Context: an optimization exercise on an open-source flow, tuned for small area, a short achievable clock period and few clock cycles per item. The choices shown serve that exercise and are no tape-out recipe. Function was checked by simulation only, so behaviour that the tests miss may differ from the original. No driver is modelled on the clock port, so clocking that relies on it looks cheaper here than on a real chip. Power is estimated from default activity; no workload was simulated.

// cnm_top
module cnm_top (
    input  logic               clk,
    input  logic               rst,
    input  logic               in_valid,
    input  logic signed [7:0]  rea,
    input  logic signed [7:0]  ima,
    input  logic signed [7:0]  req,
    input  logic signed [7:0]  imq,
    output logic               out_valid,
    output logic signed [15:0] rep,
    output logic signed [15:0] imp
);
Size in the first run: about 150 flip-flops, ~68 I/O pins.
export LEC_CHECK = 0
export CAP_MARGIN = 20
export CORE_MARGIN = 2
export CORE_UTILIZATION = 40
export CTS_BUF_LIST = sky130_fd_sc_hd__clkbuf_4 sky130_fd_sc_hd__clkbuf_8
export SETUP_SLACK_MARGIN = 4.5
export SLEW_MARGIN = 20
export SYNTH_HIERARCHICAL = 1
create_clock -name core_clock -period 7.0 [get_ports {clk}]
standard.sh (not shown) runs the stock make flow with config.mk's settings and CLKGATE_MAP_FILE= SYNTH_SCRIPT=/design/flow/synth_recipe.tcl, a recipe that flattens the netlist after the stock synthesis.
==> flow/flow/run.sh <==
#!/bin/bash
# Own layout flow: the standard flow (standard synthesis, same steps and
# settings) with two changes:
#  - the port buffers are the small sky130 buf_1 cell instead of the delay
#    cell buffer_ports picks by default (every input and output port still
#    gets its own buffer; repair may resize them);
#  - clock tree synthesis adds no dummy loads.
set -euo pipefail
export BUFFER_PORTS_ARGS="-buffer_cell sky130_fd_sc_hd__buf_1"
export CTS_ARGS="-sink_clustering_enable -repair_clock_nets -dont_use_dummy_load -buf_list {sky130_fd_sc_hd__clkbuf_4 sky130_fd_sc_hd__clkbuf_8}"
export RECOVER_POWER=100
bash standard.sh > flow_make.log 2>&1
The starting point reached the layout checks and failed them: capacitance limit, slew limit.
Testbench counts at the start, summed over its fixed seeds: cycles 16,024, items 16,000.
Change:
==> flow/flow/run.sh (replaced) <==
#!/bin/bash
# Own layout flow: the standard flow (standard synthesis, same steps and
# settings), except that the port buffers are the small sky130 buf_1 cell
# instead of the delay cell buffer_ports picks by default. Every input and
# output port still gets its own buffer; repair may resize them.
set -euo pipefail
export BUFFER_PORTS_ARGS="-buffer_cell sky130_fd_sc_hd__buf_1"
bash standard.sh > flow_make.log 2>&1
Outcome:
- Now the flow ran to the end with no violations
- total power grows by a few percent
- flip-flop and latch count does not change
- maximum frequency grows by well over a third
- register-to-register slack gets better by 970 ps
- first-iteration DRC count grows by a few percent
- critical path depth stays the same
- count of clock-buffer cells in the layout grows by 3
- combinational power stays flat
- via count grows slightly
- final cell count grows slightly
- synthesized cell count stays the same
Change:
==> flow/flow/run.sh (replaced) <==
#!/bin/bash
# Own layout flow: the standard flow (standard synthesis, same steps and
# settings) with two changes:
#  - the port buffers are the small sky130 buf_1 cell instead of the delay
#    cell buffer_ports picks by default (every input and output port still
#    gets its own buffer; repair may resize them);
#  - clock tree synthesis adds no dummy loads.
set -euo pipefail
export BUFFER_PORTS_ARGS="-buffer_cell sky130_fd_sc_hd__buf_1"
export CTS_ARGS="-sink_clustering_enable -repair_clock_nets -dont_use_dummy_load -buf_list {sky130_fd_sc_hd__clkbuf_4}"
bash standard.sh > flow_make.log 2>&1
=> The new run completed without violations; setup slack got worse by 13 ps; hold slack got worse by 16 ps; wire length fell slightly.

========
Starting RTL as in the previous note.
clock: 7.0 ns
lec_check: 0
cap_margin: 20
core_margin: 2
core_utilization: 40
cts_buf_list: sky130_fd_sc_hd__clkbuf_4 sky130_fd_sc_hd__clkbuf_8
setup_slack_margin: 4.5
slew_margin: 20
synth_hierarchical: 1
==> flow/flow/run.sh <==
#!/bin/bash
# Own layout flow: the standard flow (standard synthesis, same steps and
# settings) with these changes:
#  - after the floorplan step and again after clock tree synthesis, logic cells that synthesis mapped at a
#    larger drive strength are set back to drive strength 1 (downsize.tcl);
#    the standard repair steps that follow upsize where timing needs it;
#  - the port buffers are the small sky130 buf_1 cell instead of the delay
#    cell buffer_ports picks by default (every input and output port still
#    gets its own buffer; repair may resize them);
#  - clock tree synthesis adds no dummy loads.
set -euo pipefail
export BUFFER_PORTS_ARGS="-buffer_cell sky130_fd_sc_hd__buf_1"
export CTS_ARGS="-sink_clustering_enable -repair_clock_nets -dont_use_dummy_load -buf_list {sky130_fd_sc_hd__clkbuf_4 sky130_fd_sc_hd__clkbuf_8}"
bash standard.sh floorplan > flow_make_floorplan.log 2>&1
R=orfs/results/$FLOW_PLATFORM/cnm_top/base
export RESULTS=$R LIB=$FLOW_HOME/platforms/$FLOW_PLATFORM/lib/sky130_fd_sc_hd__tt_025C_1v80.lib
DB=2_floorplan.odb openroad -no_init -exit flow/downsize.tcl > downsize_floorplan.log 2>&1
touch $R/2_floorplan.odb
bash standard.sh cts > flow_make_cts.log 2>&1
DB=4_cts.odb openroad -no_init -exit flow/downsize.tcl > downsize_cts.log 2>&1
touch $R/4_cts.odb
bash standard.sh > flow_make.log 2>&1
==> flow/flow/downsize.tcl <==
# Set every combinational cell of the synthesized, floorplanned design to its
# drive-strength-1 variant (same function and footprint family). The flow's
# later repair steps upsize again where timing needs it. Registers, clock and
# tap cells are left alone.
set results $::env(RESULTS)
read_liberty $::env(LIB)
set db $::env(DB)
read_db $results/$db
set n 0
foreach inst [get_cells *] {
  set ref [get_property $inst ref_name]
  if {![regexp {^(sky130_fd_sc_hd__([a-z0-9]+))_([0-9]+)$} $ref -> base fn drive]} continue
  if {$drive <= 1} continue
  if {[regexp {^(df|ed|sd|dl|clk|tap|fill|decap|conb|probe|lpflow|buf|inv|bufinv|dly)} $fn]} continue
  set lc [get_lib_cells -quiet ${base}_1]
  if {$lc eq ""} continue
  replace_cell $inst $lc
  incr n
}
puts "downsized $n cells"
write_db $results/$db
Testbench counts at the start, summed over its fixed seeds: cycles 16,024, items 16,000.
Next try:
==> flow/flow/run.sh (replaced) <==
#!/bin/bash
# Own layout flow: the standard flow (standard synthesis, same steps and
# settings) with two changes:
#  - the port buffers are the small sky130 buf_1 cell instead of the delay
#    cell buffer_ports picks by default (every input and output port still
#    gets its own buffer; repair may resize them);
#  - clock tree synthesis adds no dummy loads.
set -euo pipefail
export BUFFER_PORTS_ARGS="-buffer_cell sky130_fd_sc_hd__buf_1"
export CTS_ARGS="-sink_clustering_enable -repair_clock_nets -dont_use_dummy_load -buf_list {sky130_fd_sc_hd__clkbuf_4 sky130_fd_sc_hd__clkbuf_8}"
bash standard.sh > flow_make.log 2>&1
CORE_UTILIZATION = 60   (was 40)
removed: flow/flow/downsize.tcl
=>
- The new run ran to the end with no violations
- non-clock buffer count increases by 15
- setup slack got worse by 0.024 ns
- flip-flop and latch count is unchanged
- sequential share of layout area falls by 0.55 points
- utilization went up by 23 points
- count of clock-buffer cells in the layout does not change
Next try:
--- a/flow/flow/run.sh
+++ b/flow/flow/run.sh
@@ -8,4 +8,4 @@
 set -euo pipefail
 export BUFFER_PORTS_ARGS="-buffer_cell sky130_fd_sc_hd__buf_1"
-export CTS_ARGS="-sink_clustering_enable -repair_clock_nets -dont_use_dummy_load -buf_list {sky130_fd_sc_hd__clkbuf_4 sky130_fd_sc_hd__clkbuf_8}"
+export CTS_ARGS="-sink_clustering_enable -repair_clock_nets -dont_use_dummy_load -buf_list {sky130_fd_sc_hd__clkbuf_4 sky130_fd_sc_hd__clkbuf_8 sky130_fd_sc_hd__clkbuf_16} -sink_clustering_size 30 -sink_clustering_max_diameter 100"
 bash standard.sh > flow_make.log 2>&1
CORE_UTILIZATION = 40   (was 60)
Critical path depth does not change.
Wire length falls by 1.4%.
Worst setup slack gets better by 0.067 ns.
Clock skew is lower by 0.023 ns.
Next try:
--- a/flow/flow/run.sh
+++ b/flow/flow/run.sh
@@ -8,4 +8,4 @@
 set -euo pipefail
 export BUFFER_PORTS_ARGS="-buffer_cell sky130_fd_sc_hd__buf_1"
-export CTS_ARGS="-sink_clustering_enable -repair_clock_nets -dont_use_dummy_load -buf_list {sky130_fd_sc_hd__clkbuf_4 sky130_fd_sc_hd__clkbuf_8 sky130_fd_sc_hd__clkbuf_16} -sink_clustering_size 30 -sink_clustering_max_diameter 100"
+export CTS_ARGS="-sink_clustering_enable -repair_clock_nets -dont_use_dummy_load -buf_list {sky130_fd_sc_hd__clkbuf_4 sky130_fd_sc_hd__clkbuf_8}"
 bash standard.sh > flow_make.log 2>&1
SETUP_SLACK_MARGIN = 4.8   (was 4.5)
What happened: The new run finished clean; via count goes up by 7.8%; core utilization increases by 5.3 points; hold slack gets worse by 0.0062 ns; routed wire length rises by 14%; non-clock buffer count rises by 86.
Next try:
SETUP_SLACK_MARGIN = 4.5   (was 4.8)
Via count went down by 7.5%.
First-iteration DRC count stays flat.
Final cell count fell by about 7%.
Die area does not change.
Global-route usage shrinks by 1.4 points.
Worst setup slack loses 0.083 ns.
Synthesized area is unchanged.
Clock skew falls by 0.0042 ns.
Routed wire length shrinks by about 12%.
Synthesized cell count does not change.
Next try:
==> flow/flow/run.sh (replaced) <==
#!/bin/bash
# Own layout flow: the standard flow (standard synthesis, same steps and
# settings) with these changes:
#  - after the floorplan step, combinational cells that synthesis mapped at a
#    larger drive strength are set back to drive strength 1 (downsize.tcl);
#    the standard repair steps that follow upsize where timing needs it;
#  - the port buffers are the small sky130 buf_1 cell instead of the delay
#    cell buffer_ports picks by default (every input and output port still
#    gets its own buffer; repair may resize them);
#  - clock tree synthesis adds no dummy loads.
set -euo pipefail
export BUFFER_PORTS_ARGS="-buffer_cell sky130_fd_sc_hd__buf_1"
export CTS_ARGS="-sink_clustering_enable -repair_clock_nets -dont_use_dummy_load -buf_list {sky130_fd_sc_hd__clkbuf_4 sky130_fd_sc_hd__clkbuf_8}"
bash standard.sh floorplan > flow_make_floorplan.log 2>&1
RESULTS=orfs/results/$FLOW_PLATFORM/cnm_top/base \
LIB=$FLOW_HOME/platforms/$FLOW_PLATFORM/lib/sky130_fd_sc_hd__tt_025C_1v80.lib \
  openroad -no_init -exit flow/downsize.tcl > downsize.log 2>&1
touch orfs/results/$FLOW_PLATFORM/cnm_top/base/2_floorplan.odb
bash standard.sh > flow_make.log 2>&1
==> flow/flow/downsize.tcl (new file) <==
# Set every combinational cell of the synthesized, floorplanned design to its
# drive-strength-1 variant (same function and footprint family). The flow's
# later repair steps upsize again where timing needs it. Registers, clock and
# tap cells are left alone.
set results $::env(RESULTS)
read_liberty $::env(LIB)
read_db $results/2_floorplan.odb
set n 0
foreach inst [get_cells *] {
  set ref [get_property $inst ref_name]
  if {![regexp {^(sky130_fd_sc_hd__([a-z0-9]+))_([0-9]+)$} $ref -> base fn drive]} continue
  if {$drive <= 1} continue
  if {[regexp {^(df|ed|sd|dl|clk|tap|fill|decap|conb|probe|lpflow|buf|inv|bufinv|dly)} $fn]} continue
  set lc [get_lib_cells -quiet ${base}_1]
  if {$lc eq ""} continue
  replace_cell $inst $lc
  incr n
}
puts "downsized $n cells"
write_db $results/2_floorplan.odb
Flip-flop and latch count is unchanged.
Via count went down by 0.81%.
Synthesized cell count does not change.
Fmax shrinks by 1.2%.
Register-to-register slack gets worse by 0.03 ns.
Combinational power stays flat.
Clock power drops by about 4%.
Clock-buffer cell count stays the same.
Final area decreases by 3.4%.

## re-timing with driven ports
How much do the figures lean on ideal ports? The routed layouts below were timed once more, with nothing changed but the port constraints.
Step 1 sets driving cells, clkbuf_16 on the clock port and buf_2 on the other inputs (assumed; they add their load-dependent delay and slew).
Step 2, shift: input delay + t, output delay - t, t = (earliest + latest rising clock arrival at the registers) / 2. This alone moves slack from input paths to output paths.
Three values: ideal, step 1, step 2; two values: the first two.
run | shift t [ns] | setup slack, ns | worst setup path after step 2 | clock arrival spread, ns | worst register clock-pin slew, ns
the first run of note 1 | 0.496 | 3.638 / 3.638 / 3.638 | register to register | 0.019 / 0.020 | 0.08 / 0.08
the second run of note 1 | 0.497 | 4.604 / 4.604 / 4.604 | register to register | 0.009 / 0.009 | 0.09 / 0.09
the third run of note 1 | 0.575 | 4.591 / 4.556 / 4.591 | register to register | 0.030 / 0.030 | 0.12 / 0.12
the first run of note 2 | 0.472 | 4.567 / 4.567 / 4.567 | register to register | 0.034 / 0.034 | 0.09 / 0.09
the second run of note 2 | 0.477 | 4.543 / 4.543 / 4.543 | register to register | 0.036 / 0.036 | 0.09 / 0.09
the third run of note 2 | 0.465 | 4.610 / 4.610 / 4.610 | register to register | 0.013 / 0.013 | 0.06 / 0.06
the fourth run of note 2 | 0.490 | 4.679 / 4.656 / 4.679 | register to register | 0.029 / 0.029 | 0.08 / 0.08
the fifth run of note 2 | 0.492 | 4.597 / 4.597 / 4.597 | register to register | 0.021 / 0.021 | 0.08 / 0.08
the sixth run of note 2 | 0.472 | 4.567 / 4.567 / 4.567 | register to register | 0.034 / 0.034 | 0.09 / 0.09
